This is an optimization exercise on Yosys and OpenROAD, whose aim is small area, a short achievable clock period and few clock cycles per item, not a production implementation. In this exercise RTL edits were held to simulation tests only and were not proved equivalent to the original.

## design/flow/run.sh

```bash
#!/bin/bash
# synth_recipe.tcl (not shown) runs the flow's synth.tcl, then flattens the netlist and writes it again
# the make line also repeats each setting of config.mk as NAME=value (left out here)
make -C /OpenROAD-flow-scripts/flow DESIGN_CONFIG=/design/flow/config.mk WORK_HOME=/design/flow/orfs CLKGATE_MAP_FILE= SYNTH_SCRIPT=/design/flow/synth_recipe.tcl finish
```

## design/flow/constraint.sdc

```tcl
create_clock -name core_clock -period 6.0 [get_ports {clock}]
set_input_delay 1.2000 -clock core_clock [delete_from_list [all_inputs] [get_ports {clock}]]
set_output_delay 1.2000 -clock core_clock [all_outputs]
set_load 0.01 [all_outputs]
```

## design/flow/design.v

```verilog
module CordicAccelerator(
  input         clock,
  input         reset,
  input         cmd_valid,
  output        cmd_ready,
  input  [6:0]  cmd_funct,
  input  [4:0]  cmd_rd,
  input  [63:0] cmd_rs1,
  input  [63:0] cmd_rs2,
  output        resp_valid,
  input         resp_ready,
  output [4:0]  resp_rd,
  output [63:0] resp_data,
  output        busy
);
  function [31:0] addc(input [31:0] a, input [31:0] b, input c);
    reg [31:0] g, p, gg, pp, gn, pn;
    integer k, l;
    begin
      g = a & b;
      p = a ^ b;
      gg = g;
      pp = p;
      gg[0] = g[0] | (p[0] & c);
      pp[0] = 1'b0;
      for (l = 0; l < 5; l = l + 1) begin
        gn = gg;
        pn = pp;
        for (k = 0; k < 32; k = k + 1)
          if (k[l]) begin
            gn[k] = gg[k] | (pp[k] & gg[((k >> l) << l) - 1]);
            pn[k] = pp[k] & pp[((k >> l) << l) - 1];
          end
        gg = gn;
        pp = pn;
      end
      addc = p ^ {gg[30:0], c};
    end
  endfunction
  wire recirc;    
  wire [31:0] res;
  wire [4:0] end_rd;
  wire take;      
  assign cmd_ready = take;
  wire accept = cmd_valid & take;
  wire [31:0] z0 = cmd_rs2[31:0];
  wire z0_fits = (z0[31:17] == {15{z0[31]}});
  wire [17:0] zc0 = z0_fits ? z0[17:0] : {z0[31], {17{~z0[31]}}};
  wire d1 = zc0[17];
  wire [17:0] zs2 = d1 ? zc0 + 18'd51472 : zc0 - 18'd51472;
  wire [16:0] z3 = (zs2[17:16] == {2{zs2[17]}}) ? zs2[16:0] : {zs2[17], {16{~zs2[17]}}};
  wire d6 = z0[31] ? ($signed(z0) < -32'sd51472) : ($signed(z0) < 32'sd51472);
  wire [31:0] x4 = cmd_rs1[31:0];
  wire [31:0] yt5 = ((cmd_rs1[31:0] ^ {32{d1}}) + {31'd0, d1}) ^ {32{~d6}};
  reg [31:0] p1_x, p1_y;
  reg [16:0] p1_z;
  reg [4:0] p1_rd;
  reg p1_fn, p1_dn, p1_v;
  always @(posedge clock) begin
    if (reset) p1_v <= 1'b0;
    else p1_v <= accept | recirc;
    p1_x <= recirc ? res : x4;
    p1_y <= recirc ? {32{~d6}} : yt5;
    p1_z <= z3;
    p1_rd <= recirc ? end_rd : cmd_rd;
    p1_fn <= ~recirc & cmd_funct[0];
    p1_dn <= recirc;
  end
  wire d7 = p1_z[16];
  wire [16:0] zs8 = d7 ? p1_z + 17'd30386 : p1_z - 17'd30386;
  wire [15:0] z9 = (zs8[16:15] == {2{zs8[16]}}) ? zs8[15:0] : {zs8[16], {15{~zs8[16]}}};
  wire [31:0] ys12 = $signed(p1_y) >>> 1;
  wire [31:0] xs13 = $signed(p1_x) >>> 1;
  wire [31:0] x10 = addc(p1_x, ys12, ~d7);
  wire [31:0] xg15 = xs13 & {32{~p1_dn}};
  wire [31:0] u14 = addc(p1_y, ~xg15, 1'b1);
  wire [31:0] yt11 = u14 ^ {32{d7 ^ z9[15]}};
  reg [31:0] p2_x, p2_y;
  reg [4:0] p2_rd;
  reg p2_fn, p2_dn, p2_v;
  reg [15:0] p2_z;
  always @(posedge clock) begin
    if (reset) p2_v <= 1'b0;
    else p2_v <= p1_v;
    p2_x <= x10;
    p2_y <= yt11;
    p2_rd <= p1_rd;
    p2_fn <= p1_fn;
    p2_dn <= p1_dn;
    p2_z <= z9;
  end
  wire d16 = p2_z[15];
  wire [15:0] zs17 = d16 ? p2_z + 16'd16055 : p2_z - 16'd16055;
  wire [14:0] z18 = (zs17[15:14] == {2{zs17[15]}}) ? zs17[14:0] : {zs17[15], {14{~zs17[15]}}};
  wire [31:0] ys21 = $signed(p2_y) >>> 2;
  wire [31:0] xs22 = $signed(p2_x) >>> 2;
  wire [31:0] x19 = addc(p2_x, ys21, ~d16);
  wire [31:0] xg24 = xs22 & {32{~p2_dn}};
  wire [31:0] u23 = addc(p2_y, ~xg24, 1'b1);
  wire [31:0] yt20 = u23 ^ {32{d16 ^ z18[14]}};
  reg [31:0] p3_x, p3_y;
  reg [4:0] p3_rd;
  reg p3_fn, p3_dn, p3_v;
  reg [14:0] p3_z;
  always @(posedge clock) begin
    if (reset) p3_v <= 1'b0;
    else p3_v <= p2_v;
    p3_x <= x19;
    p3_y <= yt20;
    p3_rd <= p2_rd;
    p3_fn <= p2_fn;
    p3_dn <= p2_dn;
    p3_z <= z18;
  end
  wire d25 = p3_z[14];
  wire [14:0] zs26 = d25 ? p3_z + 15'd8150 : p3_z - 15'd8150;
  wire [13:0] z27 = (zs26[14:13] == {2{zs26[14]}}) ? zs26[13:0] : {zs26[14], {13{~zs26[14]}}};
  wire [31:0] ys30 = $signed(p3_y) >>> 3;
  wire [31:0] xs31 = $signed(p3_x) >>> 3;
  wire [31:0] x28 = addc(p3_x, ys30, ~d25);
  wire [31:0] xg33 = xs31 & {32{~p3_dn}};
  wire [31:0] u32 = addc(p3_y, ~xg33, 1'b1);
  wire [31:0] yt29 = u32 ^ {32{d25 ^ z27[13]}};
  reg [31:0] p4_x, p4_y;
  reg [4:0] p4_rd;
  reg p4_fn, p4_dn, p4_v;
  reg [13:0] p4_z;
  always @(posedge clock) begin
    if (reset) p4_v <= 1'b0;
    else p4_v <= p3_v;
    p4_x <= x28;
    p4_y <= yt29;
    p4_rd <= p3_rd;
    p4_fn <= p3_fn;
    p4_dn <= p3_dn;
    p4_z <= z27;
  end
  wire d34 = p4_z[13];
  wire [13:0] zs35 = d34 ? p4_z + 14'd4091 : p4_z - 14'd4091;
  wire [12:0] z36 = (zs35[13:12] == {2{zs35[13]}}) ? zs35[12:0] : {zs35[13], {12{~zs35[13]}}};
  wire [31:0] ys39 = $signed(p4_y) >>> 4;
  wire [31:0] xs40 = $signed(p4_x) >>> 4;
  wire [31:0] x37 = addc(p4_x, ys39, ~d34);
  wire [31:0] xg42 = xs40 & {32{~p4_dn}};
  wire [31:0] u41 = addc(p4_y, ~xg42, 1'b1);
  wire [31:0] yt38 = u41 ^ {32{d34 ^ z36[12]}};
  reg [31:0] p5_x, p5_y;
  reg [4:0] p5_rd;
  reg p5_fn, p5_dn, p5_v;
  reg [12:0] p5_z;
  always @(posedge clock) begin
    if (reset) p5_v <= 1'b0;
    else p5_v <= p4_v;
    p5_x <= x37;
    p5_y <= yt38;
    p5_rd <= p4_rd;
    p5_fn <= p4_fn;
    p5_dn <= p4_dn;
    p5_z <= z36;
  end
  wire d43 = p5_z[12];
  wire [12:0] zs44 = d43 ? p5_z + 13'd2047 : p5_z - 13'd2047;
  wire [11:0] z45 = (zs44[12:11] == {2{zs44[12]}}) ? zs44[11:0] : {zs44[12], {11{~zs44[12]}}};
  wire [31:0] ys48 = $signed(p5_y) >>> 5;
  wire [31:0] xs49 = $signed(p5_x) >>> 5;
  wire [31:0] x46 = addc(p5_x, ys48, ~d43);
  wire [31:0] xg51 = xs49 & {32{~p5_dn}};
  wire [31:0] u50 = addc(p5_y, ~xg51, 1'b1);
  wire [31:0] yt47 = u50 ^ {32{d43 ^ z45[11]}};
  reg [31:0] p6_x, p6_y;
  reg [4:0] p6_rd;
  reg p6_fn, p6_dn, p6_v;
  reg [11:0] p6_z;
  always @(posedge clock) begin
    if (reset) p6_v <= 1'b0;
    else p6_v <= p5_v;
    p6_x <= x46;
    p6_y <= yt47;
    p6_rd <= p5_rd;
    p6_fn <= p5_fn;
    p6_dn <= p5_dn;
    p6_z <= z45;
  end
  wire d52 = p6_z[11];
  wire [11:0] zs53 = d52 ? p6_z + 12'd1024 : p6_z - 12'd1024;
  wire [10:0] z54 = (zs53[11:10] == {2{zs53[11]}}) ? zs53[10:0] : {zs53[11], {10{~zs53[11]}}};
  wire [31:0] ys57 = $signed(p6_y) >>> 6;
  wire [31:0] xs58 = $signed(p6_x) >>> 6;
  wire [31:0] x55 = addc(p6_x, ys57, ~d52);
  wire [31:0] xg60 = xs58 & {32{~p6_dn}};
  wire [31:0] u59 = addc(p6_y, ~xg60, 1'b1);
  wire [31:0] yt56 = u59 ^ {32{d52 ^ z54[10]}};
  reg [31:0] p7_x, p7_y;
  reg [4:0] p7_rd;
  reg p7_fn, p7_dn, p7_v;
  reg [10:0] p7_z;
  always @(posedge clock) begin
    if (reset) p7_v <= 1'b0;
    else p7_v <= p6_v;
    p7_x <= x55;
    p7_y <= yt56;
    p7_rd <= p6_rd;
    p7_fn <= p6_fn;
    p7_dn <= p6_dn;
    p7_z <= z54;
  end
  wire d61 = p7_z[10];
  wire [10:0] zs62 = d61 ? p7_z + 11'd512 : p7_z - 11'd512;
  wire [9:0] z63 = (zs62[10:9] == {2{zs62[10]}}) ? zs62[9:0] : {zs62[10], {9{~zs62[10]}}};
  wire [31:0] ys66 = $signed(p7_y) >>> 7;
  wire [31:0] xs67 = $signed(p7_x) >>> 7;
  wire [31:0] x64 = addc(p7_x, ys66, ~d61);
  wire [31:0] xg69 = xs67 & {32{~p7_dn}};
  wire [31:0] u68 = addc(p7_y, ~xg69, 1'b1);
  wire [31:0] yt65 = u68 ^ {32{d61 ^ z63[9]}};
  reg [31:0] p8_x, p8_y;
  reg [4:0] p8_rd;
  reg p8_fn, p8_dn, p8_v;
  reg [9:0] p8_z;
  always @(posedge clock) begin
    if (reset) p8_v <= 1'b0;
    else p8_v <= p7_v;
    p8_x <= x64;
    p8_y <= yt65;
    p8_rd <= p7_rd;
    p8_fn <= p7_fn;
    p8_dn <= p7_dn;
    p8_z <= z63;
  end
  wire d70 = p8_z[9];
  wire [9:0] zs71 = d70 ? p8_z + 10'd256 : p8_z - 10'd256;
  wire [8:0] z72 = (zs71[9:8] == {2{zs71[9]}}) ? zs71[8:0] : {zs71[9], {8{~zs71[9]}}};
  wire [31:0] ys75 = $signed(p8_y) >>> 8;
  wire [31:0] xs76 = $signed(p8_x) >>> 8;
  wire [31:0] x73 = addc(p8_x, ys75, ~d70);
  wire [31:0] xg78 = xs76 & {32{~p8_dn}};
  wire [31:0] u77 = addc(p8_y, ~xg78, 1'b1);
  wire [31:0] yt74 = u77 ^ {32{d70 ^ z72[8]}};
  reg [31:0] p9_x, p9_y;
  reg [4:0] p9_rd;
  reg p9_fn, p9_dn, p9_v;
  reg [8:0] p9_z;
  always @(posedge clock) begin
    if (reset) p9_v <= 1'b0;
    else p9_v <= p8_v;
    p9_x <= x73;
    p9_y <= yt74;
    p9_rd <= p8_rd;
    p9_fn <= p8_fn;
    p9_dn <= p8_dn;
    p9_z <= z72;
  end
  wire d79 = p9_z[8];
  wire [8:0] zs80 = d79 ? p9_z + 9'd128 : p9_z - 9'd128;
  wire [7:0] z81 = (zs80[8:7] == {2{zs80[8]}}) ? zs80[7:0] : {zs80[8], {7{~zs80[8]}}};
  wire [31:0] ys84 = $signed(p9_y) >>> 9;
  wire [31:0] xs85 = $signed(p9_x) >>> 9;
  wire [31:0] x82 = addc(p9_x, ys84, ~d79);
  wire [31:0] xg87 = xs85 & {32{~p9_dn}};
  wire [31:0] u86 = addc(p9_y, ~xg87, 1'b1);
  wire [31:0] yt83 = u86 ^ {32{d79 ^ z81[7]}};
  reg [31:0] p10_x, p10_y;
  reg [4:0] p10_rd;
  reg p10_fn, p10_dn, p10_v;
  reg [7:0] p10_z;
  always @(posedge clock) begin
    if (reset) p10_v <= 1'b0;
    else p10_v <= p9_v;
    p10_x <= x82;
    p10_y <= yt83;
    p10_rd <= p9_rd;
    p10_fn <= p9_fn;
    p10_dn <= p9_dn;
    p10_z <= z81;
  end
  wire d88 = p10_z[7];
  wire [7:0] zs89 = d88 ? p10_z + 8'd64 : p10_z - 8'd64;
  wire [6:0] z90 = (zs89[7:6] == {2{zs89[7]}}) ? zs89[6:0] : {zs89[7], {6{~zs89[7]}}};
  wire [31:0] ys93 = $signed(p10_y) >>> 10;
  wire [31:0] xs94 = $signed(p10_x) >>> 10;
  wire [31:0] x91 = addc(p10_x, ys93, ~d88);
  wire [31:0] xg96 = xs94 & {32{~p10_dn}};
  wire [31:0] u95 = addc(p10_y, ~xg96, 1'b1);
  wire [31:0] yt92 = u95 ^ {32{d88 ^ z90[6]}};
  reg [31:0] p11_x, p11_y;
  reg [4:0] p11_rd;
  reg p11_fn, p11_dn, p11_v;
  reg [6:0] p11_z;
  always @(posedge clock) begin
    if (reset) p11_v <= 1'b0;
    else p11_v <= p10_v;
    p11_x <= x91;
    p11_y <= yt92;
    p11_rd <= p10_rd;
    p11_fn <= p10_fn;
    p11_dn <= p10_dn;
    p11_z <= z90;
  end
  wire d97 = p11_z[6];
  wire [6:0] zs98 = d97 ? p11_z + 7'd32 : p11_z - 7'd32;
  wire [5:0] z99 = (zs98[6:5] == {2{zs98[6]}}) ? zs98[5:0] : {zs98[6], {5{~zs98[6]}}};
  wire [31:0] ys102 = $signed(p11_y) >>> 11;
  wire [31:0] xs103 = $signed(p11_x) >>> 11;
  wire [31:0] x100 = addc(p11_x, ys102, ~d97);
  wire [31:0] xg105 = xs103 & {32{~p11_dn}};
  wire [31:0] u104 = addc(p11_y, ~xg105, 1'b1);
  wire [31:0] yt101 = u104 ^ {32{d97 ^ z99[5]}};
  reg [31:0] p12_x, p12_y;
  reg [4:0] p12_rd;
  reg p12_fn, p12_dn, p12_v;
  reg [5:0] p12_z;
  always @(posedge clock) begin
    if (reset) p12_v <= 1'b0;
    else p12_v <= p11_v;
    p12_x <= x100;
    p12_y <= yt101;
    p12_rd <= p11_rd;
    p12_fn <= p11_fn;
    p12_dn <= p11_dn;
    p12_z <= z99;
  end
  wire d106 = p12_z[5];
  wire [5:0] zs107 = d106 ? p12_z + 6'd16 : p12_z - 6'd16;
  wire [4:0] z108 = (zs107[5:4] == {2{zs107[5]}}) ? zs107[4:0] : {zs107[5], {4{~zs107[5]}}};
  wire [31:0] ys111 = $signed(p12_y) >>> 12;
  wire [31:0] xs112 = $signed(p12_x) >>> 12;
  wire [31:0] x109 = addc(p12_x, ys111, ~d106);
  wire [31:0] xg114 = xs112 & {32{~p12_dn}};
  wire [31:0] u113 = addc(p12_y, ~xg114, 1'b1);
  wire [31:0] yt110 = u113 ^ {32{d106 ^ z108[4]}};
  reg [31:0] p13_x, p13_y;
  reg [4:0] p13_rd;
  reg p13_fn, p13_dn, p13_v;
  reg [4:0] p13_z;
  always @(posedge clock) begin
    if (reset) p13_v <= 1'b0;
    else p13_v <= p12_v;
    p13_x <= x109;
    p13_y <= yt110;
    p13_rd <= p12_rd;
    p13_fn <= p12_fn;
    p13_dn <= p12_dn;
    p13_z <= z108;
  end
  wire d115 = p13_z[4];
  wire [4:0] zs116 = d115 ? p13_z + 5'd8 : p13_z - 5'd8;
  wire [3:0] z117 = (zs116[4:3] == {2{zs116[4]}}) ? zs116[3:0] : {zs116[4], {3{~zs116[4]}}};
  wire [31:0] ys120 = $signed(p13_y) >>> 13;
  wire [31:0] xs121 = $signed(p13_x) >>> 13;
  wire [31:0] x118 = addc(p13_x, ys120, ~d115);
  wire [31:0] xg123 = xs121 & {32{~p13_dn}};
  wire [31:0] u122 = addc(p13_y, ~xg123, 1'b1);
  wire [31:0] yt119 = u122 ^ {32{d115 ^ z117[3]}};
  reg [31:0] p14_x, p14_y;
  reg [4:0] p14_rd;
  reg p14_fn, p14_dn, p14_v;
  reg [3:0] p14_z;
  always @(posedge clock) begin
    if (reset) p14_v <= 1'b0;
    else p14_v <= p13_v;
    p14_x <= x118;
    p14_y <= yt119;
    p14_rd <= p13_rd;
    p14_fn <= p13_fn;
    p14_dn <= p13_dn;
    p14_z <= z117;
  end
  wire d124 = p14_z[3];
  wire [3:0] zs125 = d124 ? p14_z + 4'd4 : p14_z - 4'd4;
  wire [2:0] z126 = (zs125[3:2] == {2{zs125[3]}}) ? zs125[2:0] : {zs125[3], {2{~zs125[3]}}};
  wire [31:0] ys129 = $signed(p14_y) >>> 14;
  wire [31:0] xs130 = $signed(p14_x) >>> 14;
  wire [31:0] x127 = addc(p14_x, ys129, ~d124);
  wire [31:0] xg132 = xs130 & {32{~p14_dn}};
  wire [31:0] u131 = addc(p14_y, ~xg132, 1'b1);
  wire [31:0] yt128 = u131 ^ {32{d124 ^ z126[2]}};
  reg [31:0] p15_x, p15_y;
  reg [4:0] p15_rd;
  reg p15_fn, p15_dn, p15_v;
  reg [2:0] p15_z;
  always @(posedge clock) begin
    if (reset) p15_v <= 1'b0;
    else p15_v <= p14_v;
    p15_x <= x127;
    p15_y <= yt128;
    p15_rd <= p14_rd;
    p15_fn <= p14_fn;
    p15_dn <= p14_dn;
    p15_z <= z126;
  end
  wire d133 = p15_z[2];
  wire [2:0] zs134 = d133 ? p15_z + 3'd2 : p15_z - 3'd2;
  wire [1:0] z135 = (zs134[2:1] == {2{zs134[2]}}) ? zs134[1:0] : {zs134[2], {1{~zs134[2]}}};
  wire [31:0] ys138 = $signed(p15_y) >>> 15;
  wire [31:0] xs139 = $signed(p15_x) >>> 15;
  wire [31:0] x136 = addc(p15_x, ys138, ~d133);
  wire [31:0] xg141 = xs139 & {32{~p15_dn}};
  wire [31:0] u140 = addc(p15_y, ~xg141, 1'b1);
  wire [31:0] yt137 = u140 ^ {32{d133 ^ z135[1]}};
  reg [31:0] p16_x, p16_y;
  reg [4:0] p16_rd;
  reg p16_fn, p16_dn, p16_v;
  reg [1:0] p16_z;
  always @(posedge clock) begin
    if (reset) p16_v <= 1'b0;
    else p16_v <= p15_v;
    p16_x <= x136;
    p16_y <= yt137;
    p16_rd <= p15_rd;
    p16_fn <= p15_fn;
    p16_dn <= p15_dn;
    p16_z <= z135;
  end
  wire d142 = p16_z[1];
  wire [1:0] zs143 = d142 ? p16_z + 2'd1 : p16_z - 2'd1;
  wire z144 = zs143[1];
  wire [31:0] ys147 = $signed(p16_y) >>> 16;
  wire [31:0] xs148 = $signed(p16_x) >>> 16;
  wire [31:0] x145 = addc(p16_x, ys147, ~d142);
  wire [31:0] xg150 = xs148 & {32{~p16_dn}};
  wire [31:0] u149 = addc(p16_y, ~xg150, 1'b1);
  wire [31:0] yt146 = u149 ^ {32{d142 ^ z144}};
  reg [31:0] p17_x, p17_y;
  reg [4:0] p17_rd;
  reg p17_fn, p17_dn, p17_v;
  reg p17_z;
  always @(posedge clock) begin
    if (reset) p17_v <= 1'b0;
    else p17_v <= p16_v;
    p17_x <= x145;
    p17_y <= yt146;
    p17_rd <= p16_rd;
    p17_fn <= p16_fn;
    p17_dn <= p16_dn;
    p17_z <= z144;
  end
  wire d151 = p17_z;
  wire [31:0] ys154 = $signed(p17_y) >>> 17;
  wire [31:0] xs155 = $signed(p17_x) >>> 17;
  wire [31:0] x152 = addc(p17_x, ys154, ~d151);
  wire [31:0] xg157 = xs155 & {32{~p17_dn}};
  wire [31:0] u156 = addc(p17_y, ~xg157, 1'b1);
  wire [31:0] yt153 = u156 ^ {32{d151 ^ d151}};
  reg [31:0] p18_x, p18_y;
  reg [4:0] p18_rd;
  reg p18_fn, p18_dn, p18_v;
  reg p18_d;
  always @(posedge clock) begin
    if (reset) p18_v <= 1'b0;
    else p18_v <= p17_v;
    p18_x <= x152;
    p18_y <= yt153;
    p18_rd <= p17_rd;
    p18_fn <= p17_fn;
    p18_dn <= p17_dn;
    p18_d <= d151;
  end
  wire [31:0] ys160 = $signed(p18_y) >>> 18;
  wire [31:0] xs161 = $signed(p18_x) >>> 18;
  wire [31:0] x158 = addc(p18_x, ys160, ~p18_d);
  wire [31:0] xg163 = xs161 & {32{~p18_dn}};
  wire [31:0] u162 = addc(p18_y, ~xg163, 1'b1);
  wire [31:0] yt159 = u162 ^ {32{p18_d ^ p18_d}};
  reg [31:0] p19_x, p19_y;
  reg [4:0] p19_rd;
  reg p19_fn, p19_dn, p19_v;
  reg p19_d;
  always @(posedge clock) begin
    if (reset) p19_v <= 1'b0;
    else p19_v <= p18_v;
    p19_x <= x158;
    p19_y <= yt159;
    p19_rd <= p18_rd;
    p19_fn <= p18_fn;
    p19_dn <= p18_dn;
    p19_d <= p18_d;
  end
  wire [31:0] ys166 = $signed(p19_y) >>> 19;
  wire [31:0] xs167 = $signed(p19_x) >>> 19;
  wire [31:0] x164 = addc(p19_x, ys166, ~p19_d);
  wire [31:0] xg169 = xs167 & {32{~p19_dn}};
  wire [31:0] u168 = addc(p19_y, ~xg169, 1'b1);
  wire [31:0] yt165 = u168 ^ {32{p19_d ^ p19_d}};
  reg [31:0] p20_x, p20_y;
  reg [4:0] p20_rd;
  reg p20_fn, p20_dn, p20_v;
  reg p20_d;
  always @(posedge clock) begin
    if (reset) p20_v <= 1'b0;
    else p20_v <= p19_v;
    p20_x <= x164;
    p20_y <= yt165;
    p20_rd <= p19_rd;
    p20_fn <= p19_fn;
    p20_dn <= p19_dn;
    p20_d <= p19_d;
  end
  wire [31:0] ys172 = $signed(p20_y) >>> 20;
  wire [31:0] xs173 = $signed(p20_x) >>> 20;
  wire [31:0] x170 = addc(p20_x, ys172, ~p20_d);
  wire [31:0] xg175 = xs173 & {32{~p20_dn}};
  wire [31:0] u174 = addc(p20_y, ~xg175, 1'b1);
  wire [31:0] yt171 = u174 ^ {32{p20_d ^ p20_d}};
  reg [31:0] p21_x, p21_y;
  reg [4:0] p21_rd;
  reg p21_fn, p21_dn, p21_v;
  reg p21_d;
  always @(posedge clock) begin
    if (reset) p21_v <= 1'b0;
    else p21_v <= p20_v;
    p21_x <= x170;
    p21_y <= yt171;
    p21_rd <= p20_rd;
    p21_fn <= p20_fn;
    p21_dn <= p20_dn;
    p21_d <= p20_d;
  end
  wire [31:0] ys178 = $signed(p21_y) >>> 21;
  wire [31:0] xs179 = $signed(p21_x) >>> 21;
  wire [31:0] x176 = addc(p21_x, ys178, ~p21_d);
  wire [31:0] xg181 = xs179 & {32{~p21_dn}};
  wire [31:0] u180 = addc(p21_y, ~xg181, 1'b1);
  wire [31:0] yt177 = u180 ^ {32{p21_d ^ p21_d}};
  reg [31:0] p22_x, p22_y;
  reg [4:0] p22_rd;
  reg p22_fn, p22_dn, p22_v;
  reg p22_d;
  always @(posedge clock) begin
    if (reset) p22_v <= 1'b0;
    else p22_v <= p21_v;
    p22_x <= x176;
    p22_y <= yt177;
    p22_rd <= p21_rd;
    p22_fn <= p21_fn;
    p22_dn <= p21_dn;
    p22_d <= p21_d;
  end
  wire [31:0] ys184 = $signed(p22_y) >>> 22;
  wire [31:0] xs185 = $signed(p22_x) >>> 22;
  wire [31:0] x182 = addc(p22_x, ys184, ~p22_d);
  wire [31:0] xg187 = xs185 & {32{~p22_dn}};
  wire [31:0] u186 = addc(p22_y, ~xg187, 1'b1);
  wire [31:0] yt183 = u186 ^ {32{p22_d ^ p22_d}};
  reg [31:0] p23_x, p23_y;
  reg [4:0] p23_rd;
  reg p23_fn, p23_dn, p23_v;
  reg p23_d;
  always @(posedge clock) begin
    if (reset) p23_v <= 1'b0;
    else p23_v <= p22_v;
    p23_x <= x182;
    p23_y <= yt183;
    p23_rd <= p22_rd;
    p23_fn <= p22_fn;
    p23_dn <= p22_dn;
    p23_d <= p22_d;
  end
  wire [31:0] ys190 = $signed(p23_y) >>> 23;
  wire [31:0] xs191 = $signed(p23_x) >>> 23;
  wire [31:0] x188 = addc(p23_x, ys190, ~p23_d);
  wire [31:0] xg193 = xs191 & {32{~p23_dn}};
  wire [31:0] u192 = addc(p23_y, ~xg193, 1'b1);
  wire [31:0] yt189 = u192 ^ {32{p23_d ^ p23_d}};
  reg [31:0] p24_x, p24_y;
  reg [4:0] p24_rd;
  reg p24_fn, p24_dn, p24_v;
  reg p24_d;
  always @(posedge clock) begin
    if (reset) p24_v <= 1'b0;
    else p24_v <= p23_v;
    p24_x <= x188;
    p24_y <= yt189;
    p24_rd <= p23_rd;
    p24_fn <= p23_fn;
    p24_dn <= p23_dn;
    p24_d <= p23_d;
  end
  wire [31:0] ys196 = $signed(p24_y) >>> 24;
  wire [31:0] xs197 = $signed(p24_x) >>> 24;
  wire [31:0] x194 = addc(p24_x, ys196, ~p24_d);
  wire [31:0] xg199 = xs197 & {32{~p24_dn}};
  wire [31:0] u198 = addc(p24_y, ~xg199, 1'b1);
  wire [31:0] yt195 = u198 ^ {32{p24_d ^ p24_d}};
  reg [31:0] p25_x, p25_y;
  reg [4:0] p25_rd;
  reg p25_fn, p25_dn, p25_v;
  reg p25_d;
  always @(posedge clock) begin
    if (reset) p25_v <= 1'b0;
    else p25_v <= p24_v;
    p25_x <= x194;
    p25_y <= yt195;
    p25_rd <= p24_rd;
    p25_fn <= p24_fn;
    p25_dn <= p24_dn;
    p25_d <= p24_d;
  end
  wire [31:0] ys202 = $signed(p25_y) >>> 25;
  wire [31:0] xs203 = $signed(p25_x) >>> 25;
  wire [31:0] x200 = addc(p25_x, ys202, ~p25_d);
  wire [31:0] xg205 = xs203 & {32{~p25_dn}};
  wire [31:0] u204 = addc(p25_y, ~xg205, 1'b1);
  wire [31:0] yt201 = u204 ^ {32{p25_d ^ p25_d}};
  reg [31:0] p26_x, p26_y;
  reg [4:0] p26_rd;
  reg p26_fn, p26_dn, p26_v;
  reg p26_d;
  always @(posedge clock) begin
    if (reset) p26_v <= 1'b0;
    else p26_v <= p25_v;
    p26_x <= x200;
    p26_y <= yt201;
    p26_rd <= p25_rd;
    p26_fn <= p25_fn;
    p26_dn <= p25_dn;
    p26_d <= p25_d;
  end
  wire [31:0] ys208 = $signed(p26_y) >>> 26;
  wire [31:0] xs209 = $signed(p26_x) >>> 26;
  wire [31:0] x206 = addc(p26_x, ys208, ~p26_d);
  wire [31:0] xg211 = xs209 & {32{~p26_dn}};
  wire [31:0] u210 = addc(p26_y, ~xg211, 1'b1);
  wire [31:0] yt207 = u210 ^ {32{p26_d ^ p26_d}};
  reg [31:0] p27_x, p27_y;
  reg [4:0] p27_rd;
  reg p27_fn, p27_dn, p27_v;
  reg p27_d;
  always @(posedge clock) begin
    if (reset) p27_v <= 1'b0;
    else p27_v <= p26_v;
    p27_x <= x206;
    p27_y <= yt207;
    p27_rd <= p26_rd;
    p27_fn <= p26_fn;
    p27_dn <= p26_dn;
    p27_d <= p26_d;
  end
  wire [31:0] ys214 = $signed(p27_y) >>> 27;
  wire [31:0] xs215 = $signed(p27_x) >>> 27;
  wire [31:0] x212 = addc(p27_x, ys214, ~p27_d);
  wire [31:0] xg217 = xs215 & {32{~p27_dn}};
  wire [31:0] u216 = addc(p27_y, ~xg217, 1'b1);
  wire [31:0] yt213 = u216 ^ {32{p27_d ^ p27_d}};
  reg [31:0] p28_x, p28_y;
  reg [4:0] p28_rd;
  reg p28_fn, p28_dn, p28_v;
  reg p28_d;
  always @(posedge clock) begin
    if (reset) p28_v <= 1'b0;
    else p28_v <= p27_v;
    p28_x <= x212;
    p28_y <= yt213;
    p28_rd <= p27_rd;
    p28_fn <= p27_fn;
    p28_dn <= p27_dn;
    p28_d <= p27_d;
  end
  wire [31:0] ys220 = $signed(p28_y) >>> 28;
  wire [31:0] xs221 = $signed(p28_x) >>> 28;
  wire [31:0] x218 = addc(p28_x, ys220, ~p28_d);
  wire [31:0] xg223 = xs221 & {32{~p28_dn}};
  wire [31:0] u222 = addc(p28_y, ~xg223, 1'b1);
  wire [31:0] yt219 = u222 ^ {32{p28_d ^ p28_d}};
  reg [31:0] p29_x, p29_y;
  reg [4:0] p29_rd;
  reg p29_fn, p29_dn, p29_v;
  reg p29_d;
  always @(posedge clock) begin
    if (reset) p29_v <= 1'b0;
    else p29_v <= p28_v;
    p29_x <= x218;
    p29_y <= yt219;
    p29_rd <= p28_rd;
    p29_fn <= p28_fn;
    p29_dn <= p28_dn;
    p29_d <= p28_d;
  end
  wire [31:0] ys226 = $signed(p29_y) >>> 29;
  wire [31:0] xs227 = $signed(p29_x) >>> 29;
  wire [31:0] x224 = addc(p29_x, ys226, ~p29_d);
  wire [31:0] xg229 = xs227 & {32{~p29_dn}};
  wire [31:0] u228 = addc(p29_y, ~xg229, 1'b1);
  wire [31:0] yt225 = u228 ^ {32{p29_d ^ p29_d}};
  reg [31:0] p30_x, p30_y;
  reg [4:0] p30_rd;
  reg p30_fn, p30_dn, p30_v;
  reg p30_d;
  always @(posedge clock) begin
    if (reset) p30_v <= 1'b0;
    else p30_v <= p29_v;
    p30_x <= x224;
    p30_y <= yt225;
    p30_rd <= p29_rd;
    p30_fn <= p29_fn;
    p30_dn <= p29_dn;
    p30_d <= p29_d;
  end
  wire [31:0] ys232 = $signed(p30_y) >>> 30;
  wire [31:0] xs233 = $signed(p30_x) >>> 30;
  wire [31:0] x230 = addc(p30_x, ys232, ~p30_d);
  wire [31:0] xg235 = xs233 & {32{~p30_dn}};
  wire [31:0] u234 = addc(p30_y, ~xg235, 1'b1);
  wire [31:0] yt231 = u234 ^ {32{p30_d ^ p30_d}};
  reg [31:0] p31_x, p31_y;
  reg [4:0] p31_rd;
  reg p31_fn, p31_dn, p31_v;
  reg p31_d;
  always @(posedge clock) begin
    if (reset) p31_v <= 1'b0;
    else p31_v <= p30_v;
    p31_x <= x230;
    p31_y <= yt231;
    p31_rd <= p30_rd;
    p31_fn <= p30_fn;
    p31_dn <= p30_dn;
    p31_d <= p30_d;
  end
  wire [31:0] ys238 = $signed(p31_y) >>> 31;
  wire [31:0] xs239 = $signed(p31_x) >>> 31;
  wire [31:0] x236 = addc(p31_x, ys238, ~p31_d);
  wire [31:0] xg241 = xs239 & {32{~p31_dn}};
  wire [31:0] u240 = addc(p31_y, ~xg241, 1'b1);
  wire [31:0] yt237 = u240 ^ {32{p31_d ^ p31_d}};
  assign res = p31_fn ? (yt237 ^ {32{~p31_d}}) : x236;
  assign end_rd = p31_rd;
  wire end_v = p31_v;
  reg [31:0] h_data, k_data;
  reg [4:0] h_rd, k_rd;
  reg hv, kv, busy_r;
  reg blocked;
  reg [4:0] wait_n;
  wire wait_0 = (wait_n == 5'd0);
  wire push = end_v & ~(hv & kv) & (~blocked | wait_0);
  assign recirc = end_v & ~push;
  assign take = ~recirc & ~blocked;
  wire pop = hv & resp_ready;
  wire h_load = ~hv | pop;
  wire hv_n = h_load ? (kv | push) : 1'b1;
  wire kv_n = h_load ? (kv & push) : (kv | push);
  wire inflight_n = hv_n | kv_n |
      (accept | recirc) |
      p1_v |
      p2_v |
      p3_v |
      p4_v |
      p5_v |
      p6_v |
      p7_v |
      p8_v |
      p9_v |
      p10_v |
      p11_v |
      p12_v |
      p13_v |
      p14_v |
      p15_v |
      p16_v |
      p17_v |
      p18_v |
      p19_v |
      p20_v |
      p21_v |
      p22_v |
      p23_v |
      p24_v |
      p25_v |
      p26_v |
      p27_v |
      p28_v |
      p29_v |
      p30_v;
  always @(posedge clock) begin
    if (reset) begin
      hv <= 1'b0;
      kv <= 1'b0;
      busy_r <= 1'b0;
      blocked <= 1'b0;
    end else begin
      hv <= hv_n;
      kv <= kv_n;
      busy_r <= inflight_n;
      if (recirc & (~blocked | wait_0))
        blocked <= 1'b1;
      else if (push & blocked)
        blocked <= 1'b0;
    end
    if (recirc & (~blocked | wait_0))
      wait_n <= 5'd30;
    else
      wait_n <= wait_n - 5'd1;
    if (h_load) begin
      h_data <= kv ? k_data : res;
      h_rd <= kv ? k_rd : end_rd;
    end
    if (h_load ? kv : ~kv) begin
      k_data <= res;
      k_rd <= end_rd;
    end
  end
  assign resp_valid = hv;
  assign resp_rd = h_rd;
  assign resp_data = {32'h0, h_data};
  assign busy = busy_r;
endmodule
```

## design/flow/config.mk

```make
export PLATFORM = sky130hd
export DESIGN_NAME = CordicAccelerator
export DESIGN_NICKNAME = CordicAccelerator
export VERILOG_FILES = /design/flow/design.v
export SDC_FILE = /design/flow/constraint.sdc
export NUM_CORES = 8
export LEC_CHECK = 0
export CAP_MARGIN = 20
export CORE_MARGIN = 2
export CORE_UTILIZATION = 60
export SETUP_SLACK_MARGIN = 2.0
export SLEW_MARGIN = 20
```

==> notes.md, run 1 <==
- Max stage delay cell, worst path: a311oi_1
- Final core occ: between 60% and 70%
- Critical Path Most Common Cell: fa_1
- Core area: 0.232 mm2
- Status: no timing/DRC/antenna violations
- Max-slew violations: 0
- Synth area leader: dfxtp_1
- Routability Congestion: 0.906
- Post-layout min period: roughly 4 ns
- Slew margin rel.: between 10 and 15%
- Tcrit/Tclk final: 65.2%
- Crit path buf inv count: 0
- CTS sink cnt: roughly 2500
- Max stage delay on crit path: 0.51 ns
- Kind of start point of the critical path: flip-flop
- CTS Buffer Depth: 4
- Ys async rst share: 0%
- CTS H-tree depth: 5
- Crit path max fanout: 8
- ANT nets after route: 0
- Worst skew pair latency: 0.97 ns
- Clock Skew: a little under 0.08 ns
- Die H: 487 um
- Crit path kind: reg2reg
- I/O Pins: between 200 and 250
- Post-synth top cells: 2408 x dfxtp_1, 1920 x ha_1, 1451 x xnor2_1
- Yosys cell types: 103
- Post-route design area: about 0.16 mm2
- Register area share after synthesis: between 30% and 40%
- Iteration-0 DRC Markers: around 5400
- Mapped Cells: around 14000
- Crit path DAT: 4.59 ns
- Hold_ws: ~0.27 ns
- RSZ-0062 raised after global routing: true
- Post-synthesis cell area: about 0.14 mm2
- Post-DP HPWL: roughly 250 mm
- Final hold viol count: 0
- Vias in the first global route: ~100k
- Die X: between 400 and 500 um
- Synthesis Warnings: 1
- Setup ws final: between 2 and 2.5 ns
- Max-Cap Viols: 0
- Area grow syn2layout: 11.5%
- TritonCTS clock tree: built
- Most instantiated library cell after synthesis: dfxtp_1
- DRC Markers: 0
- Row cnt: about 180
- Worst Path Required: around 6.7 ns
- Area share of the largest cell type after synthesis: about 34%
- WL/cell: 18.5 um
- Top post-synthesis cells by area: dfxtp_1 34%, ha_1 17%, xnor2_1 9.1%
- Die ar.: 0.237 mm2
- Worst min path class: reg2reg
- Initial antenna violation count: 8
- Share of cells above drive strength 1: around 6.2%
- Root Buffer: clkbuf_16
- Fmax: ~0.26 GHz
- Mean post-synth cell area: between 10 and 15 um2
- Port bufs: around 110
- Actual slew at the worst max-slew pin: 1.29 ns
- Flops & latches, synth: about 2500
- Predominant post-synthesis flop cell: dfxtp_1
- Fin Setup TNS: 0 ns
- First-pass GRT wire length: between 500 and 600 mm
- Cell Area, Placed: around 0.15 mm2
- Grt total ovfl: 0
- Initial Utilization: roughly 60%
- Worst path cell trace: fa_1 -> fa_1 -> a211oi_1 -> o21ai_1 -> nand4_1 -> a21boi_2 -> a21bo_2 -> a21o_1 -> a311oi_1 -> o21ai_2 -> mux2_2
- Final WL: 325 mm
- DP Worst Slack: between 0.8 and 0.9 ns
- CP top delay family: compound AO/OA/AOI/OAI gates
- Largest net degree at the start of global routing: 67
- CP endpoint kind: flip-flop
- Number of flops mapped to enable cells by yosys: 74
- GR Util All Layers: a little over a quarter
- Setup Viol. Count Final: 0
- Via count: 99343
- First-pass DRT Iterations: 6
- # nets final: around 17000
- Drt via density: around 5.7
- TritonCTS Buffers: ~290
- Reg clk slew, reported paths: 0.06 ns
==> layer usage <==
| metal | global-route usage (%) | share of wire (%) | vias up |
|---|---|---|---|
| met3 | 4.32 | 4.9 | 461 |
| li1 | - | - | 49425 |
| met1 | 36.4 | 47 | 47725 |
| met2 | 44.3 | 46 | 1730 |
| met5 | 0 | 0.0031 | - |
| met4 | 6.59 | 2.2 | 2 |
==> cells by family after synthesis <==
kind of cell               share of synthesized area (%)
DFF                                                 36.0
xor gates and xnor gates                            14.1
buffers and inverters                               2.79
and+or+nand+nor                                     9.65
muxes                                              0.551
adders and majority gates                           22.1
AOI/OAI and AO/OA                                   14.8
other                                            0.00268
==> per-stage QoR <==
stage	instances
4_1_cts	17506
6_report	17554
2_1_floorplan	13967
3_3_place_gp	17001
3_5_place_dp	17002
5_1_grt	17553
==> cells in the final DEF (no fill, tap or decap), types with 69 or more instances in the layout <==
cell / n
dfxtp_1: 2388
ha_1: 1913
xnor2_1: 1445
a21oi_1: 1054
inv_1: 810
xor2_1: 786
nand2b_1: 578
nor2_1: 548
o21ai_0: 523
a21o_1: 506
nand2_1: 505
fa_1: 345
clkbuf_16: 303
o21a_1: 223
nor3_1: 217
nand3_1: 194
o21bai_1: 187
nor2b_1: 142
clkdlybuf4s50_1: 105
nand4_1: 102
buf_4: 94
and3_1: 91
a31oi_1: 75
edfxtp_1: 74
clkbuf_1: 69
==> final timing paths <==
kind	depth (start not counted)	slack [ns]	start	end
min	0	0.27	p20_fn	p21_fn
min reg2reg	0	0.27	p20_fn	p21_fn
max	11	2.09	p31_x[0]	h_data[18]
max reg2reg	11	2.09	p31_x[0]	h_data[18]
==> layout make-up <==
type                       count  area [um2]
clock buffer                 395        8080
antenna                        2        5.00
tap                         3043        3810
timing repair buffer         228        2260
clock inverter                93        1200
fill                       18125       76200
sequential                  2482       50500
multi-input combinational  10492       87100
inverter                     819        3100
==> timing repair <==
| item | CTS | global route |
|---|---|---|
| pin swaps | 10 | 41 |
| endpoints found under the setup margin | 344 | 390 |
| hold buffers | 0 | 0 |
| setup buffers | 14 | 37 |
| endpoints found under the hold margin | 0 | 0 |
| gates cloned | 2 | 9 |
| resized for setup | 90 | 192 |
Testbench counts, summed over its fixed seeds: cycles 1,856, items 1,600.
==> inputs of run 2 (changes only) <==
--- a/design/flow/config.mk
+++ b/design/flow/config.mk
@@ -10,3 +10,3 @@
 export CORE_UTILIZATION = 60
-export SETUP_SLACK_MARGIN = 2.0
+export SETUP_SLACK_MARGIN = 2.2
 export SLEW_MARGIN = 20
==> notes.md, run 2 <==
- Status: no timing/DRC/antenna violations
- Flops & latches, synth: roughly 2500
- Routability Congestion: between 0.9 and 1
- Mapped Cells: ~14000
- Reg-to-Reg Start: p1_z[16]
- Initial antenna violation count: 29
- Slew margin rel.: 26.9%
- Predominant post-synthesis flop cell: dfxtp_1
- Non-Filler Instances: 17647
- Ys async rst share: 0%
- Register area share after synthesis: between 30 and 40%
- Post-DP HPWL: ~280 mm
- I/O Pins: 216
- Placed instance count: approximately 17000
- Post-layout min period: approximately 3.7 ns
- Die X: just under 500 um
- Commonest non-fill, non-tap cell in the layout: dfxtp_1
- Core area: roughly 0.23 mm2
- Root Buffer: clkbuf_16
- Number of flops mapped to enable cells by yosys: 74
- First-pass GRT wire length: roughly 550 mm
- Final hold viol count: 0
- Fmax: 0.269 GHz
- Worst skew pair latency: between 0.9 and 1 ns
- GR Util All Layers: about 30%
- CP endpoint kind: flip-flop
- Crit path kind: in2reg
- Top post-synthesis cells by area: dfxtp_1 34%, ha_1 17%, xnor2_1 9.1%
- Iteration-0 DRC Markers: about 4700
- Crit path max fanout: 14
- ANT nets after route: 0
- CTS H-tree depth: 5
- First-pass DRT Iterations: 8
- Simple-Gate Fraction of Synth Area: about a tenth
- Post-synthesis cell area: around 0.14 mm2
- Clock Skew: around 0.048 ns
- DRC Markers: 0
- Port bufs: ~110
- Post-Synth Adder-Cell Area: around 22%
- Commonest cells after routing, fill and taps aside: 2371 x dfxtp_1, 1907 x ha_1, 1419 x xnor2_1
- # nets final: around 17000
- Area grow syn2layout: 12.9%
- Post-synth top cells: 2408 x dfxtp_1, 1920 x ha_1, 1451 x xnor2_1
- Setup crit end: p1_z[4]
- WL/cell: around 20 um
- Synthesis Warnings: 1
- Worst Path Required: 6.87 ns
- Largest family of logic cells by synthesized area: adder cells
- Most instantiated library cell after synthesis: dfxtp_1
- Synth area leader: dfxtp_1
- Setup ws final: between 2 and 2.5 ns
- Drt via density: 5.68
- CTS sink cnt: between 2000 and 2500
- Share of cells above drive strength 1: under 10%
- Die H: around 490 um
- Yosys cell types: roughly 100
- TritonCTS clock tree: built
- R2R setup slack: roughly 2.3 ns
- Die ar.: approximately 0.24 mm2
- Fin Setup TNS: 0 ns
- Largest net degree at the start of global routing: 67
- Grt total ovfl: 0
- Via count: between 100k and 150k
- Mean post-synth cell area: 10.0 um2
- Multiplexer area fraction after synthesis: 0.551%
- Crit path DAT: ~4.6 ns
- Reg2Reg Depth: 18
- Area share of the largest cell type after synthesis: approximately a third
- Max-Cap Viols: 0
- Actual slew at the worst max-slew pin: approximately 1.1 ns
- Setup Viol. Count Final: 0
- Tcrit/Tclk final: between 60% and 70%
- Hold-fix buffer count after cts: 0
- Final WL: around 360 mm
- FF-to-FF End: p2_y[21]
- RSZ-0062 raised after global routing: true
- TritonCTS Buffers: 290
- DP Worst Slack: 0.837 ns
- Max-slew violations: 0
- Worst min path class: reg2reg
- Number of fill cells: approximately 18000
- Reg clk slew, reported paths: roughly 0.06 ns
- Kind of start point of the critical path: input pin
- CTS Buffer Depth: 4
- Synth Area in XOR/XNOR: 14.1%
- Vias in the first global route: approximately 100k
- Row cnt: 177
- Initial Utilization: 60.2%
- Crit. Startpoint: cmd_rs2[30]
- Complex-gate fraction of the synthesized area: 14.8%
==> run 2: area by class of cell <==
class                           count  area (um2)  area share (%)
Inverter                          819        3110            1.97
Tap cell                         3043        3810            2.41
Antenna cell                       16        40.0          0.0253
Clock buffer                      386        8320            5.26
Timing Repair inverter              1        8.76         0.00554
Sequential cell                  2482       50500            31.9
Multi-Input combinational cell  10496       88200            55.8
Clock inverter                    112        1250           0.791
Timing Repair Buffer              292        2830            1.79
==> run 2: worst max-delay path: stages <==
cell             delay [ns]
clkdlybuf4s50_1        0.50
inv_1                  0.08
ha_4                   0.28
inv_4                  0.04
a31o_4                 0.27
o31a_1                 0.17
fa_2                   0.39
a21o_1                 0.19
a21oi_2                0.17
o21ai_2                0.10
a41o_1                 0.25
a21oi_2                0.18
o21bai_4               0.11
o21bai_4               0.19
mux2_4                 0.32
a21oi_2                0.14
==> run 2: worst min path at each step <==
stage	startpoint	end	depth (start not counted)
after CTS	p7_z[3]	p8_z[3]	0
after detailed placement	p11_z[4]	p12_z[4]	0
final	p7_z[3]	p8_z[3]	0
after floorplan	p9_fn	p10_fn	0
after global routing	p12_fn	p13_fn	0
after global placement	p24_rd[4]	p25_rd[4]	0
==> run 2: cells by family (layout without fill, tap and decap cells) <==
family / Yosys count / after routing
compound gates: 3239 / 3239
simple gates: 2631 / 2633
flops: 2482 / 2482
fa+ha+maj: 2267 / 2267
xor+xnor: 2250 / 2253
buf+inv: 995 / 1610
mux: 71 / 72
other cells: 1 / 48
==> run 2: per-stage QoR <==
step	utilization (%)	instance area, um2	hold WS (ns)
4_1_cts	67.2	156000	0.322
3_3_place_gp	62.4	145000	0.309
2_1_floorplan	-	140000	0.310
6_report	68.0	158000	0.323
3_5_place_dp	62.4	145000	0.312
5_1_grt	68.0	158000	0.325
==> run 2: layer usage <==
layer,routed length [um],global-route usage (%),vias up
li1,-,-,49579
met1,142000,33.1,47832
met2,177000,52.3,1972
met3,14000,4.47,860
met4,23800,18.3,20
met5,120,0,-
==> run 2: repair_timing <==
action | in CTS | in global routing
gates cloned | 10 | 4
setup buffers | 39 | 73
resized for setup | 215 | 294
setup endpoints to repair | 510 | 432
pin swaps | 38 | 96
==> inputs of run 3 (changes only) <==
--- a/design/flow/config.mk
+++ b/design/flow/config.mk
@@ -10,3 +10,3 @@
 export CORE_UTILIZATION = 60
-export SETUP_SLACK_MARGIN = 2.2
+export SETUP_SLACK_MARGIN = 2.4
 export SLEW_MARGIN = 20
==> notes.md, run 3 <==
- Row cnt: 177
- Max-Cap Viols: 0
- RSZ-0062 raised after global routing: true
- Predominant post-synthesis flop cell: dfxtp_1
- Top Metal Used: met5
- Hold path endpoint: p14_fn
- Synth area leader: dfxtp_1
- Met3 Wirelength: 16.0 mm
- Vias in the first global route: approximately 100k
- Setup Viol. Count Final: 0
- CTS sink cnt: roughly 2500
- Post-layout min period: between 3 and 4 ns
- Grt total ovfl: 0
- Via count: between 100k and 150k
- Hold_ws: between 0.3 and 0.4 ns
- First-pass GRT wire length: 528 mm
- Worst skew pair latency: slightly above 0.9 ns
- Initial Utilization: approximately three fifths
- CTS H-tree depth: 5
- First-pass DRT Iterations: 6
- Post-DP HPWL: 254 mm
- CTS Buffer Depth: 4
- Actual slew at the worst max-slew pin: 1.36 ns
- Tcrit/Tclk final: approximately three fifths
- Die ar.: between 0.2 and 0.25 mm2
- Most instantiated library cell after synthesis: dfxtp_1
- Max stage delay cell, worst path: dfxtp_4
- Routability Congestion: between 0.9 and 1
- Worst Path Required: a little under 7 ns
- Cell count of the worst hold path: 0
- Crit path kind: reg2reg
- Worst Hold Launch: p13_fn
- Synthesis Warnings: 1
- Mean post-synth cell area: 10.0 um2
- Post-synthesis cell area: 0.140 mm2
- Number of fill cells: 17695
- Iteration-0 DRC Markers: ~5200
- Initial antenna violation count: 15
- Reg2Reg Depth: 18
- WL/cell: ~19 um
- Max stage delay on crit path: 0.38 ns
- Final WL: between 300 and 400 mm
- Largest net degree at the start of global routing: 62
- Met2 wire length: 152 mm
- Hold-fix buffer count after cts: 0
- TritonCTS clock tree: built
- Area share of the largest cell type after synthesis: around a third
- I/O Pins: 216
- Number of flops mapped to enable cells by yosys: between 70 and 80
- Commonest non-fill, non-tap cell in the layout: dfxtp_1
- Crit path DAT: around 4.5 ns
- Die H: around 490 um
- Crit path max fanout: 5
- Clock Skew: around 0.044 ns
- Worst path cell trace: buf_6 -> ha_4 -> nor2b_4 -> o21ai_2 -> a21boi_2 -> o211ai_1 -> a21oi_2 -> nor3_2 -> o31ai_2 -> a21oi_2 -> xnor2_1 -> ha_2 -> or2_4 -> buf_6 -> xnor2_4 -> clkbuf_16 -> xnor2_4 -> xnor2_1
- GR Util All Layers: between 20% and 30%
- Slew margin rel.: under 10%
- CP endpoint kind: flip-flop
- Reg clk slew, reported paths: roughly 0.060 ns
- FF-to-FF End: p3_y[21]
- Kind of start point of the critical path: flip-flop
- Yosys cell types: slightly above 100
- Reg-to-Reg Start: p2_z[15]
- Status: no timing/DRC/antenna violations
- Worst min path class: reg2reg
- Share of cells above drive strength 1: between 10% and 20%
- Ys async rst share: 0%
- Fin Setup TNS: 0 ns
- Met1 wire length: approximately 150 mm
- Fmax: 0.274 GHz
- Final hold viol count: 0
- Crit path buf inv count: 3
- Root Buffer: clkbuf_16
- Die X: 487 um
- Commonest cells after routing, fill and taps aside: 2358 x dfxtp_1, 1884 x ha_1, 1402 x xnor2_1
- Top post-synthesis cells by area: dfxtp_1 34%, ha_1 17%, xnor2_1 9.1%
- Register area share after synthesis: roughly 36%
- Port bufs: ~110
- Post-synth top cells: 2408 x dfxtp_1, 1920 x ha_1, 1451 x xnor2_1
- TritonCTS Buffers: 289
- Flops & latches, synth: roughly 2500
- Drt via density: roughly 5.7
- CP top delay family: compound AO/OA/AOI/OAI gates
- Mapped Cells: 13936
- ANT nets after route: 0
- Area grow syn2layout: 14.8%
- Core area: between 0.2 and 0.25 mm2
- # nets final: between 15000 and 20000
- DRC Markers: 0
- R2R setup slack: around 2.4 ns
- Max-slew violations: 0
## run 3: cell type report
class | count | area, um2 | share of cell area (%)
timing repair inverter | 1 | 8.76 | 0.00545
antenna | 6 | 15.0 | 0.00935
clock inverter | 119 | 1440 | 0.894
multi-input combinational | 10498 | 89900 | 56.0
timing repair buffer | 374 | 3610 | 2.25
inverter | 819 | 3150 | 1.96
clock buffer | 383 | 8180 | 5.09
tap | 3043 | 3810 | 2.37
sequential | 2482 | 50500 | 31.5
## run 3: logic make-up after synthesis
group | Yosys count | share of synthesized area, %
flip-flops | 2482 | 36.0
multiplexers | 71 | 0.551
AO/OA/AOI/OAI | 3239 | 14.8
AND/OR/NAND/NOR | 2631 | 9.65
adder cells (fa/ha/maj) | 2267 | 22.1
buffers and inverters | 995 | 2.79
XOR/XNOR | 2250 | 14.1
other | 1 | 0.00268
## run 3: through the flow
| step | cells | instance area (um2) | worst slack, ns | util [%] |
|---|---|---|---|---|
| floorplan | 13967 | 140000 | 1.59 | - |
| global placement | 17003 | 145000 | 0.767 | 62.5 |
| detailed placement | 17003 | 145000 | 0.803 | 62.5 |
| CTS | 17624 | 157000 | 2.35 | 67.8 |
| global route | 17723 | 161000 | 2.18 | 69.1 |
| finish | 17725 | 161000 | 2.35 | 69.1 |
## run 3: how the worst max path moves through the flow
stage | start | endpoint | cells past startpoint | slack [ns]
after detailed placement | cmd_rs2[19] | p1_z[4] | 16 | 0.80
after CTS | p1_z[16] | p2_y[14] | 18 | 2.35
after global placement | cmd_rs2[29] | p1_z[4] | 15 | 0.77
after floorplan | cmd_rs2[31] | p1_z[10] | 18 | 1.59
final | p2_z[15] | p3_y[21] | 18 | 2.35
after global routing | p2_z[15] | p3_y[18] | 18 | 2.18
## run 3: timing repair
item,in CTS,in global routing
setup buffers,106,90
gates cloned,13,5
resized for setup,430,500
endpoints found under the setup margin,647,493
pin swaps,99,229
## run 3: worst reg2reg max path: cells and delay by family (launching register included)
family,cells,cell delay (ns)
AOI/OAI and AO/OA,6,0.97
xor gates and xnor gates,4,0.62
adders and majority gates,2,0.42
buffers and inverters,3,0.51
DFF,1,0.38
and+or+nand+nor,3,0.67
## run 3: routing by layer
metal,up-vias,track usage (%)
met1,48247,37.4
met3,569,3.75
met5,-,0
met2,1881,44.8
met4,8,7.58
li1,49742,-
==> inputs of run 4 (changes only) <==
--- a/design/flow/config.mk
+++ b/design/flow/config.mk
@@ -10,3 +10,3 @@
 export CORE_UTILIZATION = 60
-export SETUP_SLACK_MARGIN = 2.4
+export SETUP_SLACK_MARGIN = 2.8
 export SLEW_MARGIN = 20
==> notes.md, run 4 <==
- CTS sink cnt: 2482
- Max-Cap Viols: 0
- Critical Path Most Common Cell: buf_6
- Synth area leader: dfxtp_1
- TritonCTS Buffers: ~290
- Register area share after synthesis: ~36%
- Die H: between 400 and 500 um
- Actual slew at the worst max-slew pin: ~1.1 ns
- Predominant post-synthesis flop cell: dfxtp_1
- Slew margin rel.: roughly 28%
- Drt via density: roughly 5.7
- Top post-synthesis cells by area: dfxtp_1 34%, ha_1 17%, xnor2_1 9.1%
- Via count: between 100k and 150k
- WL/cell: between 15 and 20 um
- Port bufs: roughly 110
- Worst min path class: reg2reg
- Setup ws final: ~2.2 ns
- Commonest non-fill, non-tap cell in the layout: dfxtp_1
- Synthesis Warnings: 1
- Iteration-0 DRC Markers: 5574
- TritonCTS clock tree: built
- Core area: between 0.2 and 0.25 mm2
- RSZ-0062 raised after global routing: true
- Worst skew pair latency: ~0.95 ns
- Kind of start point of the critical path: flip-flop
- Final WL: approximately 350 mm
- Post-synth top cells: 2408 x dfxtp_1, 1920 x ha_1, 1451 x xnor2_1
- Routability Congestion: 0.924
- Number of flops mapped to enable cells by yosys: 74
- Post-layout min period: between 3 and 4 ns
- Crit path kind: reg2reg
- DP Worst Slack: between 0.8 and 0.9 ns
- Fmax: around 0.26 GHz
- Commonest cells after routing, fill and taps aside: 2303 x dfxtp_1, 1866 x ha_1, 1321 x xnor2_1
- CP endpoint kind: flip-flop
- Yosys cell types: 103
- Post-DP HPWL: approximately 250 mm
- Mapped Cells: 13936
- GR Util All Layers: between 20% and 30%
- Grt total ovfl: 0
- Flops & latches, synth: approximately 2500
- Setup Viol. Count Final: 0
- Post-synthesis cell area: between 0.1 and 0.15 mm2
- CTS Buffer Depth: 4
- Clock Skew: 0.0476 ns
- Initial antenna violation count: 5
- Final hold viol count: 0
- Row cnt: roughly 180
- Tcrit/Tclk final: between 60% and 70%
- Hold-fix buffer count after cts: 0
- ANT nets after route: 0
- Max-slew violations: 0
- Max stage delay cell, worst path: dfxtp_2
- CTS H-tree depth: 5
- # nets final: 17239
- Mean post-synth cell area: approximately 10 um2
- First-pass DRT Iterations: 5
- Max stage delay on crit path: 0.38 ns
- I/O Pins: between 200 and 250
- Ys async rst share: 0%
- Most instantiated library cell after synthesis: dfxtp_1
- DRC Markers: 0
- Reg clk slew, reported paths: 0.07 ns
- Crit path max fanout: 2
- Worst Path Required: 6.81 ns
- Die X: around 500 um
- Area share of the largest cell type after synthesis: roughly 34%
- Crit path DAT: between 4 and 5 ns
- Largest net degree at the start of global routing: just over 60
- Root Buffer: clkbuf_16
- First-pass GRT wire length: between 500 and 600 mm
- Share of cells above drive strength 1: roughly 16%
- Area grow syn2layout: 20.7%
- Fin Setup TNS: 0 ns
- Die ar.: roughly 0.24 mm2
- Vias in the first global route: between 100k and 150k
- Initial Utilization: 60.2%
- Status: no timing/DRC/antenna violations
[run 4: cell count changes in the layout (fill, tap and decap cells not counted), sizes merged, moves of 4 or more]
cell	change
clkinvlp	-21
inv	-7
clkbuf	+23
clkdlybuf4s50	-6
diode	-4
nand2b	+10
dlymetal6s2s	+6
xnor2	-4
buf	+359
clkinv	-5
[run 4: final timing paths]
path | end | from | slack [ns] | cells past startpoint
min reg2reg | p7_z[7] | p6_z[7] | 0.29 | 0
min | p7_z[7] | p6_z[7] | 0.29 | 0
max reg2reg | wait_n[4] | wait_n[1] | 2.21 | 29
max | wait_n[4] | wait_n[1] | 2.21 | 29
[run 4: timing repair]
item                                    4_1_cts  5_1_grt
endpoints found under the hold margin         0        0
gates resized for setup                    1048      813
setup buffers                               335      212
gates cloned                                 27       10
endpoints found under the setup margin     1189      725
pin swaps                                   409      576
[run 4: area by class of cell]
cell class | instances | area [um2]
antenna | 2 | 5.00
inverter | 819 | 3160
tap | 3043 | 3810
multi-input combinational | 10506 | 94500
clock inverter | 86 | 1160
sequential | 2482 | 50700
clock buffer | 410 | 8480
fill | 16548 | 63400
timing repair buffer | 730 | 7100
[run 4: per-stage QoR]
stage / utilization, % / hold slack [ns] / area (um2) / cells
floorplan: - / 0.310 / 141000 / 13967
global placement: 62.7 / 0.310 / 146000 / 16996
detailed placement: 62.7 / 0.312 / 146000 / 16996
CTS: 70.2 / 0.287 / 163000 / 17854
global route: 72.7 / 0.293 / 169000 / 18078
finish: 72.7 / 0.294 / 169000 / 18078
[run 4: worst max-delay path: cells and delay by family, from the launching register on]
family,cells,cell delay (ns)
buffers and inverters,25,2.80
DFF,1,0.38
adders and majority gates,1,0.17
xor gates and xnor gates,1,0.16
and+or+nand+nor,2,0.15
[run 4: logic make-up (layout without fill, tap and decap cells)]
| logic type | after synthesis | in the layout | synth area share [%] |
|---|---|---|---|
| xor gates and xnor gates | 2250 | 2251 | 14.1 |
| AOI/OAI and AO/OA | 3239 | 3241 | 14.8 |
| muxes | 71 | 72 | 0.551 |
| DFF | 2482 | 2482 | 36.0 |
| and+or+nand+nor | 2631 | 2643 | 9.65 |
| other | 1 | 34 | 0.00268 |
| buffers and inverters | 995 | 2045 | 2.79 |
| adders and majority gates | 2267 | 2267 | 22.1 |
[run 4: metal layers]
layer	track usage [%]	part of all wire [%]	vias up
met2	46.8	47	1906
met3	3.54	4.6	473
met4	6.28	1.8	2
met1	39.0	47	50051
met5	0	0.0037	-
li1	-	-	50545
==> inputs of run 5 (changes only) <==
--- a/design/flow/config.mk
+++ b/design/flow/config.mk
@@ -10,3 +10,3 @@
 export CORE_UTILIZATION = 60
-export SETUP_SLACK_MARGIN = 2.8
+export SETUP_SLACK_MARGIN = 2.6
 export SLEW_MARGIN = 20
==> notes.md, run 5 <==
- Post-DP HPWL: ~250 mm
- WL/cell: between 15 and 20 um
- Largest net degree at the start of global routing: 67
- First-pass GRT wire length: about 530 mm
- Commonest cells after routing, fill and taps aside: 2343 x dfxtp_1, 1879 x ha_1, 1328 x xnor2_1
- Grt total ovfl: 0
- CP endpoint kind: flip-flop
- Iteration-0 DRC Markers: 5418
- Ys async rst share: 0%
- Placed instance count: about 17000
- Setup ws final: roughly 2.4 ns
- Row cnt: between 150 and 200
- Max-Cap Viols: 0
- DRC Markers: 0
- Kind of start point of the critical path: flip-flop
- Area share of the largest cell type after synthesis: between 30% and 40%
- Initial antenna violation count: 9
- Setup Viol. Count Final: 0
- Final hold viol count: 0
- Crit path max fanout: 6
- Reg clk slew, reported paths: roughly 0.060 ns
- ANT nets after route: 0
- Synthesis Warnings: 1
- Area grow syn2layout: 17.6%
- CTS Buffer Depth: 4
- Post-layout min period: approximately 3.6 ns
- Initial Utilization: about three fifths
- Hold_ws: 0.274 ns
- Final core occ: 70.8%
- Register area share after synthesis: between 30% and 40%
- Post-synthesis cell area: approximately 0.14 mm2
- Flops & latches, synth: roughly 2500
- Mean post-synth cell area: 10.0 um2
- Mapped Cells: between 10000 and 15000
- Fin Setup TNS: 0 ns
- Die ar.: around 0.24 mm2
- Actual slew at the worst max-slew pin: between 1 and 1.5 ns
- Synth area leader: dfxtp_1
- Commonest non-fill, non-tap cell in the layout: dfxtp_1
- Post-synth top cells: 2408 x dfxtp_1, 1920 x ha_1, 1451 x xnor2_1
- I/O Pins: ~220
- # nets final: 17021
- Number of flops mapped to enable cells by yosys: 74
- Root Buffer: clkbuf_16
- RSZ-0062 raised after global routing: true
- Clock Skew: just under 0.06 ns
- Non-Filler Instances: between 15000 and 20000
- DP Worst Slack: 0.900 ns
- Die H: between 400 and 500 um
- TritonCTS clock tree: built
- Vias in the first global route: a little over 100k
- TritonCTS Buffers: around 290
- Share of cells above drive strength 1: around an eighth
- Routability Congestion: roughly 0.92
- Drt via density: between 5 and 6
- First-pass DRT Iterations: 5
- Via count: between 100k and 150k
- Most instantiated library cell after synthesis: dfxtp_1
- Yosys cell types: roughly 100
- Die X: 487 um
- Worst min path class: reg2reg
- Crit path kind: reg2reg
- Fmax: roughly 0.28 GHz
- Predominant post-synthesis flop cell: dfxtp_1
- Worst skew pair latency: about 0.94 ns
- Max-slew violations: 0
- Top post-synthesis cells by area: dfxtp_1 34%, ha_1 17%, xnor2_1 9.1%
- Worst Path Required: 6.82 ns
- Core area: around 0.23 mm2
- GR Util All Layers: about 27%
- Tcrit/Tclk final: about three fifths
- Slew margin rel.: about a tenth
- Status: no timing/DRC/antenna violations
- Final WL: 337 mm
- Crit path DAT: roughly 4.4 ns
- CTS H-tree depth: 5
- CTS sink cnt: around 2500
- Port bufs: 113
## run 5: cell counts after synthesis
Identical to the previous run, type by type.
## run 5: logic make-up (layout without fill, tap and decap cells)
logic type | count (synthesis) | count (layout) | synth area share, %
other cells | 1 | 37 | 0.00268
fa+ha+maj | 2267 | 2267 | 22.1
xor+xnor | 2250 | 2254 | 14.1
simple gates | 2631 | 2634 | 9.65
buf+inv | 995 | 1833 | 2.79
mux | 71 | 72 | 0.551
compound gates | 3239 | 3239 | 14.8
flops | 2482 | 2482 | 36.0
## run 5: path summary, 6_finish.rpt
kind,startpoint,endpoint,slack (ns),cells past startpoint
setup reg to reg,p2_z[15],p3_y[17],2.42,17
hold reg to reg,p21_fn,p22_fn,0.27,0
hold / removal,p21_fn,p22_fn,0.27,0
setup / recovery,p2_z[15],p3_y[17],2.42,17
## run 5: per-stage QoR
stage | instance area [um2]
floorplan | 141000
global placement | 145000
detailed placement | 145000
CTS | 160000
global route | 165000
finish | 165000
## run 5: area by class of cell
cell class,count,area (um2)
multi-input cells,10498,92400
fillers,17159,67800
flip-flops and latches,2482,50600
clock buffers,388,8230
repair buffers,521,5120
well taps,3043,3810
inverters,819,3150
clock inverters,105,1270
diodes,5,12.5
## run 5: per-layer routing
layer	global-route usage [%]	up-vias	share of wire (%)
met2	45.1	1843	46
met3	3.97	475	5.0
met5	0	-	0.0039
met1	38.3	49123	47
li1	-	50057	-
met4	5.57	2	1.8
## run 5: repair_timing
item / in CTS / in global routing
endpoints found under the setup margin: 947 / 634
gates resized for setup: 729 / 684
pin swaps: 237 / 398
endpoints found under the hold margin: 0 / 0
hold buffers: 0 / 0
cloned: 15 / 7
setup buffers: 206 / 130
## run 5: worst max-delay path, cell delays in order, from the launching register on
cell	delay [ns]
dfxtp_4	0.44
ha_1	0.25
a21o_1	0.17
a21oi_2	0.17
o21ai_1	0.11
o311ai_2	0.29
o21ai_2	0.14
o31ai_4	0.29
o21ai_2	0.13
nor2_1	0.18
o21ba_2	0.20
ha_2	0.18
or2_4	0.16
buf_6	0.14
xnor2_4	0.08
clkbuf_16	0.18
buf_4	0.15
xnor2_2	0.20

==> afterwards: timing with drivers on the ports <==
How much do the figures lean on ideal ports? The routed layouts below were timed once more, with nothing changed but the port constraints. Step 1: set_driving_cell puts a clkbuf_16 on clock and a buf_2 on each other input, an assumption about the parent block. Step 2 adds t to the input delays and takes it off the output delays; t is the mean of the earliest and latest rising clock arrival at the registers after step 1. Input paths then give back, and output paths get back, about the clock's delay inside the block. Three values: no drivers, after step 1, after step 2; two values: the first two.
| run | t, ns | slack for setup (ns) | worst setup path after step 2 |
|---|---|---|---|
| run 1 | 1.021 | 2.090 / 2.090 / 1.165 | input to register |
| run 2 | 1.006 | 2.277 / 2.254 / 1.306 | input to register |
| run 3 | 0.985 | 2.355 / 2.338 / 1.424 | input to register |
| run 4 | 1.016 | 2.211 / 2.172 / 1.403 | input to register |
| run 5 | 0.996 | 2.418 / 2.343 / 1.527 | input to register |
After both steps setup and hold are still met in every run listed. For run 2, which loses most, drivers alone change the setup slack by -0.023 ns; drivers and shift together by -0.971 ns.
